What follows belongs to an exercise in optimizing a design on an open flow for small area; a production flow would make more cautious choices. Function was checked by simulation only, so behaviour that the tests miss may differ from the original. The clock port is modelled as an ideal driver, which makes a skipped or thinned clock tree look cheaper than it is; a real chip needs a root buffer or a tree.

==> flow/design.v <==
`timescale 1ns / 1ps
module HC_SR04_module (
    input  clk,
    input  reset,
    input  start_trigger,
    input  data,
    output start_tick,
    output [15:0] o_data,
    output done
);
    localparam IDLE = 2'd0, START = 2'd1, WAIT = 2'd2, DATA = 2'd3;
    reg [6:0] div;
    wire tick = div[6] & div[5] & ~div[4] & ~div[2] & div[1] & div[0];
    reg [1:0] state;
    reg [8:0] q;
    reg [5:0] r;
    reg done_reg;
    wire in_start = (state == START);
    wire in_data  = (state == DATA);
    wire r_last   = r[4] & ~r[3] & ~r[2] & ~r[1] & ~r[0];  
    wire r_ninth  = r[3] & ~r[2];                         
    wire q_last   = q[8] & q[7] & q[3] & q[2] & q[1] & q[0];  
    wire count    = in_data & data & tick;
    assign start_tick = in_start & (r[1] | r[0]);       
    assign o_data = {7'd0, q};
    assign done = done_reg;
    always @(posedge clk, posedge reset) begin
        if (reset) begin
            div <= 7'h23;
        end else begin
            div <= {div[5:0], div[6] ^ div[0] ^ tick};
        end
    end
    always @(posedge clk, posedge reset) begin
        if (reset) begin
            state <= IDLE;
            q <= 9'd0;
            done_reg <= 1'b0;
        end else begin
            done_reg <= in_data & ~data;
            case (state)
                IDLE:  if (start_trigger) state <= START;
                START: if (tick) begin
                    q <= 9'd0;
                    if (r_ninth) state <= WAIT;
                end
                WAIT:  if (data) state <= DATA;
                DATA:  if (!data) state <= IDLE;
                       else if (tick && r_last) begin
                           q <= q + 9'd1;
                           if (q_last) state <= IDLE;
                       end
            endcase
        end
    end
    always @(posedge clk) begin
        if (!state[0])
            r <= 6'h20;
        else if (tick && (in_start || data))
            r <= {r[4:0], r[5] ^ r[0] ^ r_last};
    end
endmodule
export LEC_CHECK = 0
export ABC_AREA = 0
export ABC_CLOCK_PERIOD_IN_PS = 100000
export CAP_MARGIN = 20
export CORE_MARGIN = 2
export CORE_UTILIZATION = 70
export CTS_BUF_LIST = sky130_fd_sc_hd__clkbuf_8
export SLEW_MARGIN = 20
create_clock -name core_clock -period 12.0 [get_ports {clk}]
standard.sh (not shown) runs the stock make flow with config.mk's settings and CLKGATE_MAP_FILE= SYNTH_SCRIPT=/design/flow/synth_recipe.tcl, a recipe that flattens the netlist after the stock synthesis.
==> flow/flow/run.sh <==
#!/bin/bash
# Own layout flow: standard synthesis, then an area re-mapping of its combinational logic
# (registers untouched), then the standard ORFS layout with small port buffers and one clock buffer
# (flow/pre_cts.tcl) in place of a clock tree.
set -euo pipefail
W=$PWD
R=$W/orfs/results/$FLOW_PLATFORM/HC_SR04_module/base
F=$W/flow
bash standard.sh synth > $W/log_1_standard_synth.txt 2>&1
cp $R/1_2_yosys.v $W/std_1_2_yosys.v
LIB=$FLOW_HOME/platforms/sky130hd/lib/sky130_fd_sc_hd__tt_025C_1v80.lib \
DONT="sky130_fd_sc_hd__probe_p_8 sky130_fd_sc_hd__probec_p_8 sky130_fd_sc_hd__lpflow_*" \
IN=$W/std_1_2_yosys.v OUT=$W/resyn.v TOP=$FLOW_TOP ABC_SCRIPT=$F/area.abc \
  yosys -c $F/resyn.tcl > $W/log_2_resyn.txt 2>&1
cp $W/resyn.v $R/1_2_yosys.v
rm -f $R/1_synth.odb $R/1_synth.sdc
bash standard.sh BUFFER_PORTS_ARGS="-buffer_cell sky130_fd_sc_hd__buf_1" SKIP_REPAIR_TIE_FANOUT=1 \
  PRE_CTS_TCL=$F/pre_cts.tcl CTS_ARGS="-sink_clustering_enable -repair_clock_nets -clk_nets clk -buf_list sky130_fd_sc_hd__clkbuf_16" \
  finish > $W/log_3_layout.txt 2>&1
==> flow/flow/area.abc <==
strash
&get -n
&deepsyn -T 20
&put
dch -f
&get -n
&nf -a
&put
==> flow/flow/pre_cts.tcl <==
# Drive the flip-flops' clock pins from a few clock buffers, each placed at the centroid
# of the group of flip-flops it drives (groups split along the longer side).
set bufcell sky130_fd_sc_hd__buf_4
set ngroups 2
set dbu [[ord::get_db_tech] getDbUnitsPerMicron]
set sinks {}
foreach p [get_pins -hierarchical */CLK] {
  set bb [[[sta::sta_to_db_pin $p] getInst] getBBox]
  lappend sinks [list [expr {([$bb xMin] + [$bb xMax]) / 2.0}] [expr {([$bb yMin] + [$bb yMax]) / 2.0}] $p]
}
set xs [lmap s $sinks {lindex $s 0}]; set ys [lmap s $sinks {lindex $s 1}]
set w [expr {[tcl::mathfunc::max {*}$xs] - [tcl::mathfunc::min {*}$xs]}]
set h [expr {[tcl::mathfunc::max {*}$ys] - [tcl::mathfunc::min {*}$ys]}]
set key [expr {$w >= $h ? 0 : 1}]
set sinks [lsort -real -index $key $sinks]
set n [llength $sinks]
for {set g 0} {$g < $ngroups} {incr g} {
  set lo [expr {$g * $n / $ngroups}]
  set hi [expr {($g + 1) * $n / $ngroups - 1}]
  set grp [lrange $sinks $lo $hi]
  set sx 0; set sy 0; set pins {}
  foreach s $grp { set sx [expr {$sx + [lindex $s 0]}]; set sy [expr {$sy + [lindex $s 1]}]; lappend pins [lindex $s 2] }
  set k [llength $grp]
  set x [expr {$sx / $k / $dbu}]; set y [expr {$sy / $k / $dbu}]
  puts "clock buffer $g at $x $y for $k sinks"
  insert_buffer -buffer_cell $bufcell -net clk -load_pins $pins -buffer_name clkbuf_$g -location [list $x $y]
}
Other scripts of this flow, unchanged in this note and not shown: flow/flow/resyn.tcl
==> next run, changes <==
--- a/flow/flow/run.sh
+++ b/flow/flow/run.sh
@@ -18 +18 @@
-  PRE_CTS_TCL=$F/pre_cts.tcl CTS_ARGS="-sink_clustering_enable -repair_clock_nets -clk_nets clk -buf_list sky130_fd_sc_hd__clkbuf_16" \
+  PRE_CTS_TCL=$F/pre_cts.tcl \
==> flow/flow/area.abc (replaced) <==
strash
dc2
&get -n
&deepsyn -T 20
&put
dch -f
&get -n
&nf -a -R 1000
&put
mfs2 -a
strash
dch -f
amap
==> flow/flow/pre_cts.tcl (replaced) <==
# Clock distribution for this small design: instead of a clock tree, the flip-flops'
# clock pins are split into 1 groups along the longer side of their spread, and
# each group is driven by one buf_12 placed at the group's centroid, fed by the clock port.
set bufcell sky130_fd_sc_hd__buf_12
set ngroups 1
set dbu [[ord::get_db_tech] getDbUnitsPerMicron]
set sinks {}
foreach p [get_pins -hierarchical */CLK] {
  set bb [[[sta::sta_to_db_pin $p] getInst] getBBox]
  lappend sinks [list [expr {([$bb xMin] + [$bb xMax]) / 2.0}] [expr {([$bb yMin] + [$bb yMax]) / 2.0}] $p]
}
set xs [lmap s $sinks {lindex $s 0}]
set ys [lmap s $sinks {lindex $s 1}]
set w [expr {[tcl::mathfunc::max {*}$xs] - [tcl::mathfunc::min {*}$xs]}]
set h [expr {[tcl::mathfunc::max {*}$ys] - [tcl::mathfunc::min {*}$ys]}]
set sinks [lsort -real -index [expr {$w >= $h ? 0 : 1}] $sinks]
set n [llength $sinks]
for {set g 0} {$g < $ngroups} {incr g} {
  set grp [lrange $sinks [expr {$g * $n / $ngroups}] [expr {($g + 1) * $n / $ngroups - 1}]]
  set sx 0
  set sy 0
  set pins {}
  foreach s $grp {
    set sx [expr {$sx + [lindex $s 0]}]
    set sy [expr {$sy + [lindex $s 1]}]
    lappend pins [lindex $s 2]
  }
  set k [llength $grp]
  set x [expr {$sx / $k / $dbu}]
  set y [expr {$sy / $k / $dbu}]
  puts "clock buffer $g ($bufcell) at $x $y for $k sinks"
  insert_buffer -buffer_cell $bufcell -net clk -load_pins $pins -buffer_name clkbuf_$g -location [list $x $y]
}

# The clock is distributed; the CTS step's clock_tree_synthesis call has nothing left to do.
rename clock_tree_synthesis orfs_clock_tree_synthesis
proc clock_tree_synthesis {args} {
  puts "clock_tree_synthesis skipped: clock buffers inserted by pre_cts.tcl"
}
Settings changed: CORE_AREA set to 2 2 62 62, CORE_MARGIN 2 to not set, CORE_UTILIZATION 70 to not set, CTS_BUF_LIST sky130_fd_sc_hd__clkbuf_8 to not set, DIE_AREA set to 0 0 64 64, PLACE_DENSITY set to 0.9.
Final cell count went up by 29%.
Register-to-register slack got worse by 0.43 ns.
Design area went down by 6.1%.
Global-route usage went down by 24 points.
Critical path depth went up by 4.
Worst setup slack got worse by 0.46 ns.
Wire length went down by 23%.
First-iteration DRC count does not change.
Via count went down by 6.9%.
Worst hold slack got worse by 0.011 ns.
The clock cells of the second run of this note come from the design's own scripts or RTL, not from TritonCTS.

## separate check: timing with driven ports
In the flow no input, the clock included, has a driving cell. The finished layouts below were timed again as built, in two steps. Step 1, drivers: a clkbuf_16 drives clk and a buf_2 each remaining input, both assumed. Step 2, shift: input delay + t, output delay - t, t = (earliest + latest rising clock arrival at the registers) / 2. This alone moves slack from input paths to output paths. Three values: no drivers, after step 1, after step 2; two values: the first two.
| run | shift t [ns] | slack for setup (ns) | worst setup path after step 2 | latest minus earliest clock arrival (ns) |
|---|---|---|---|---|
| the first run | 0.415 | 8.070 / 8.078 / 7.663 | input to register | 0.003 / 0.003 |
| the second run | 0.157 | 7.607 / 7.607 / 7.450 | input to register | 0.003 / 0.003 |
After both steps every run listed still meets setup and hold. For the first run, which loses most, drivers alone change the setup slack by +0.008 ns; drivers and shift together by -0.407 ns.
